Source: an optimization exercise on an open RTL-to-GDS flow (aim: small area and a short achievable clock period). Production flows keep margins and buffers that such runs may drop.
Function was checked by simulation only, so behaviour that the tests miss may differ from the original.

==> run a: inputs <==
// axis_eth_fcs
module axis_eth_fcs
(
    input  wire        clk,
    input  wire        rst,
    input  wire [127:0]  input_axis_tdata,
    input  wire [15:0]   input_axis_tstrb,
    input  wire          input_axis_tvalid,
    output wire          input_axis_tready,
    input  wire          input_axis_tlast,
    output wire [31:0] output_fcs,
    output wire        output_fcs_valid
);
reg [31:0] crc_raw;
reg [1:0] crc_pad;
reg crc_restart;
reg fcs_valid_reg;
wire [15:0] s = input_axis_tstrb;
wire [31:0] crc;
wire [31:0] u1, u2, u3;
wire p32 = crc_raw[27] ^ crc_raw[29];
wire p33 = crc_raw[28] ^ crc_raw[30];
wire p34 = crc_raw[25] ^ crc_raw[31];
wire p35 = crc_raw[26] ^ p33;
wire p36 = crc_raw[24] ^ p32;
wire p37 = p34 ^ p36;
wire p38 = crc_raw[26] ^ crc_raw[31];
wire p39 = p32 ^ p38;
wire p40 = crc_raw[24] ^ crc_raw[27];
wire p41 = crc_raw[24] ^ p35;
wire p42 = crc_raw[25] ^ p35;
wire p43 = crc_raw[27] ^ p33;
wire p44 = crc_raw[28] ^ crc_raw[29];
wire p45 = p34 ^ p35;
  ...
Settings: LEC_CHECK=0, CAP_MARGIN=20, CORE_MARGIN=2, CORE_UTILIZATION=40, SETUP_SLACK_MARGIN=0.3, SLEW_MARGIN=20; clock period 16.0 ns.
standard.sh (not shown) runs the stock make flow with config.mk's settings and CLKGATE_MAP_FILE= SYNTH_SCRIPT=/design/flow/synth_recipe.tcl, a recipe that flattens the netlist after the stock synthesis.
==> flow/flow/run.sh <==
#!/bin/bash
set -euo pipefail
cd "$(dirname "$0")/.."
if [[ -f flow/extra.mk ]]; then cat flow/extra.mk >> config.mk; fi
mapfile -t ARGS < <(grep -v '^\s*$' flow/args.txt)
bash standard.sh synth > flow_synth.log 2>&1
bash standard.sh "${ARGS[@]}" finish > flow_finish.log 2>&1
==> flow/flow/args.txt <==
SETUP_SLACK_MARGIN=9.5
BUFFER_PORTS_ARGS=-buffer_cell sky130_fd_sc_hd__buf_2
CORE_UTILIZATION=48
==> flow/flow/extra.mk <==
export DONT_USE_CELLS += sky130_fd_sc_hd__xor3_1 sky130_fd_sc_hd__xor3_2 sky130_fd_sc_hd__xor3_4 sky130_fd_sc_hd__xnor3_1 sky130_fd_sc_hd__xnor3_2 sky130_fd_sc_hd__xnor3_4
==> run b (differences from run a) <==
==> flow/flow/args.txt (replaced) <==
SETUP_SLACK_MARGIN=9.25
BUFFER_PORTS_ARGS=-buffer_cell sky130_fd_sc_hd__buf_2
RECOVER_POWER=100
==> run c (differences from run a) <==
==> flow/flow/run.sh (replaced) <==
#!/bin/bash
set -euo pipefail
cd "$(dirname "$0")/.."
if [[ -f flow/extra.mk ]]; then cat flow/extra.mk >> config.mk; fi
mapfile -t ARGS < <(grep -v '^\s*$' flow/args.txt)
bash standard.sh synth > flow_synth.log 2>&1
RES=orfs/results/${FLOW_PLATFORM}/axis_eth_fcs/base
cp $RES/1_2_yosys.v flow_1_2_yosys_standard.v
LIB=$(ls ${FLOW_HOME}/platforms/${FLOW_PLATFORM}/lib/sky130_fd_sc_hd__tt_025C_1v80.lib)
python3 flow/downsize.py $RES/1_2_yosys.v $LIB > flow_downsize.log 2>&1
touch $RES/1_2_yosys.v
bash standard.sh "${ARGS[@]}" finish > flow_finish.log 2>&1
==> flow/flow/args.txt (replaced) <==
SETUP_SLACK_MARGIN=9.5
BUFFER_PORTS_ARGS=-buffer_cell sky130_fd_sc_hd__buf_2
==> flow/flow/downsize.py (new file) <==
#!/usr/bin/env python3
"""Set every combinational cell of a synthesized netlist to its smallest
drive strength (_1, or _0 where the platform has no _1 ... as listed in the
liberty file); flip-flops keep their cells. The timing repair later sizes up
what the constraints need."""
import re, sys
net, lib = sys.argv[1], sys.argv[2]
cells = set(re.findall(r'^\s*cell\s*\(\s*"?(sky130_fd_sc_hd__\w+?)"?\s*\)', open(lib).read(), re.M))
dont = set(sys.argv[3:])
def smallest(name):
    m = re.match(r'(sky130_fd_sc_hd__[a-z0-9]+?)_(\d+)$', name)
    if not m:
        return name
    base = m.group(1)
    if re.match(r'sky130_fd_sc_hd__(e?df|sdf|dl|conb|tap|fill|decap|clk)', base):
        return name
    for d in ("1", "0"):
        cand = "%s_%s" % (base, d)
        if cand in cells and cand not in dont:
            if int(d) < int(m.group(2)):
                return cand
            return name
    return name
src = open(net).read()
n = [0]
def sub(mo):
    new = smallest(mo.group(1))
    if new != mo.group(1):
        n[0] += 1
    return new + mo.group(2)
out = re.sub(r'\b(sky130_fd_sc_hd__\w+)(\s+[\\\w])', sub, src)
open(net, "w").write(out)
print("downsized", n[0], "cells")
==> comparison table <==
Antenna violations before repair: run c 1; run b 0; run a 0
Result of the run: run c finished with violations; run b finished with violations; run a complete, no violations
Layout check failures: run c capacitance limit; run b capacitance limit, slew limit; run a -
Largest net degree at the start of global routing: run c 51; run b 51; run a 59
Met3 track demand over resource in global routing: run c 0.0783; run b 0.0637; run a 0.115
Met1 global-route usage: run c 0.552; run b 0.519; run a 0.641
Cells resized by post-CTS repair: run c 202; run b 95; run a 186
R2r setup slk: run c 9880 ps; run b 7620 ps; run a 9840 ps
Slowest CP cell: run c a2bb2oi_1; run b clkbuf_1; run a mux2_4
Diode insertion count for antenna repair: run c 1; run b 0; run a 0
Post-Place Worst Slack: run c 7580 ps; run b 7700 ps; run a 7250 ps
Post-synthesis xor/xnor area fraction: run c -; run b 0.654; run a 0.654
Ratio of routed vias to standard cells: run c 6.11; run b 6.01; run a 6.39
Count of plain and timing-repair buffers in the layout: run c 348; run b 289; run a 324
Capture point of the worst path: run c crc_raw[25]; run b crc_raw[9]; run a crc_raw[30]
Placed Instance Area: run c 18000 sq um; run b 18500 sq um; run a 18300 sq um
Async set-reset flop share out of synthesis: run c -; run b 0.0556; run a 0.0556
Share of the cycle needed by the critical path after routing: run c 0.407; run b 0.595; run a 0.413
Cell depth of the worst min-delay path: run c 3; run b 4; run a 3
Slew at the pin with the worst max-slew slack: run c 1510 ps; run b 2010 ps; run a 1310 ps
Post-synthesis sequential element count: run c -; run b 36; run a 36
Fmax: run c 154 MHz; run b 105 MHz; run a 151 MHz
FF-to-FF Start: run c crc_raw[26]; run b crc_pad[0]; run a crc_raw[18]
Mux share of post-synthesis cell area: run c -; run b 0.0279; run a 0.0279

what the ideal ports hide:
The flow's constraints put no driver on any port. The routed layouts listed below were extracted and timed again, unchanged, in two steps. Step 1 assumes that a clkbuf_16 drives the clock port and a buf_2 every other input. Step 2 times the ports against the registers' clock, not the clock port: input delays grow and output delays shrink by t, the midpoint of the rising clock arrivals with the driver on. a / b / c = ideal / step 1 / step 2; a / b = the first two.
| run | t (ns) | slack for setup (ns) | hold slack, ns | clock arrival spread, ns |
|---|---|---|---|---|
| run a | 0.348 | 9.396 / 9.418 / 9.070 | 1.378 / 1.378 / 1.378 | 0.018 / 0.019 |
| run b | 0.326 | 6.483 / 6.505 / 6.179 | 1.360 / 1.360 / 1.360 | 0.010 / 0.010 |
| run c | 0.329 | 9.491 / 9.306 / 8.977 | 1.379 / 1.379 / 1.379 | 0.014 / 0.014 |
For run c, which loses most, drivers alone change the setup slack by -0.185 ns; drivers and shift together by -0.514 ns.
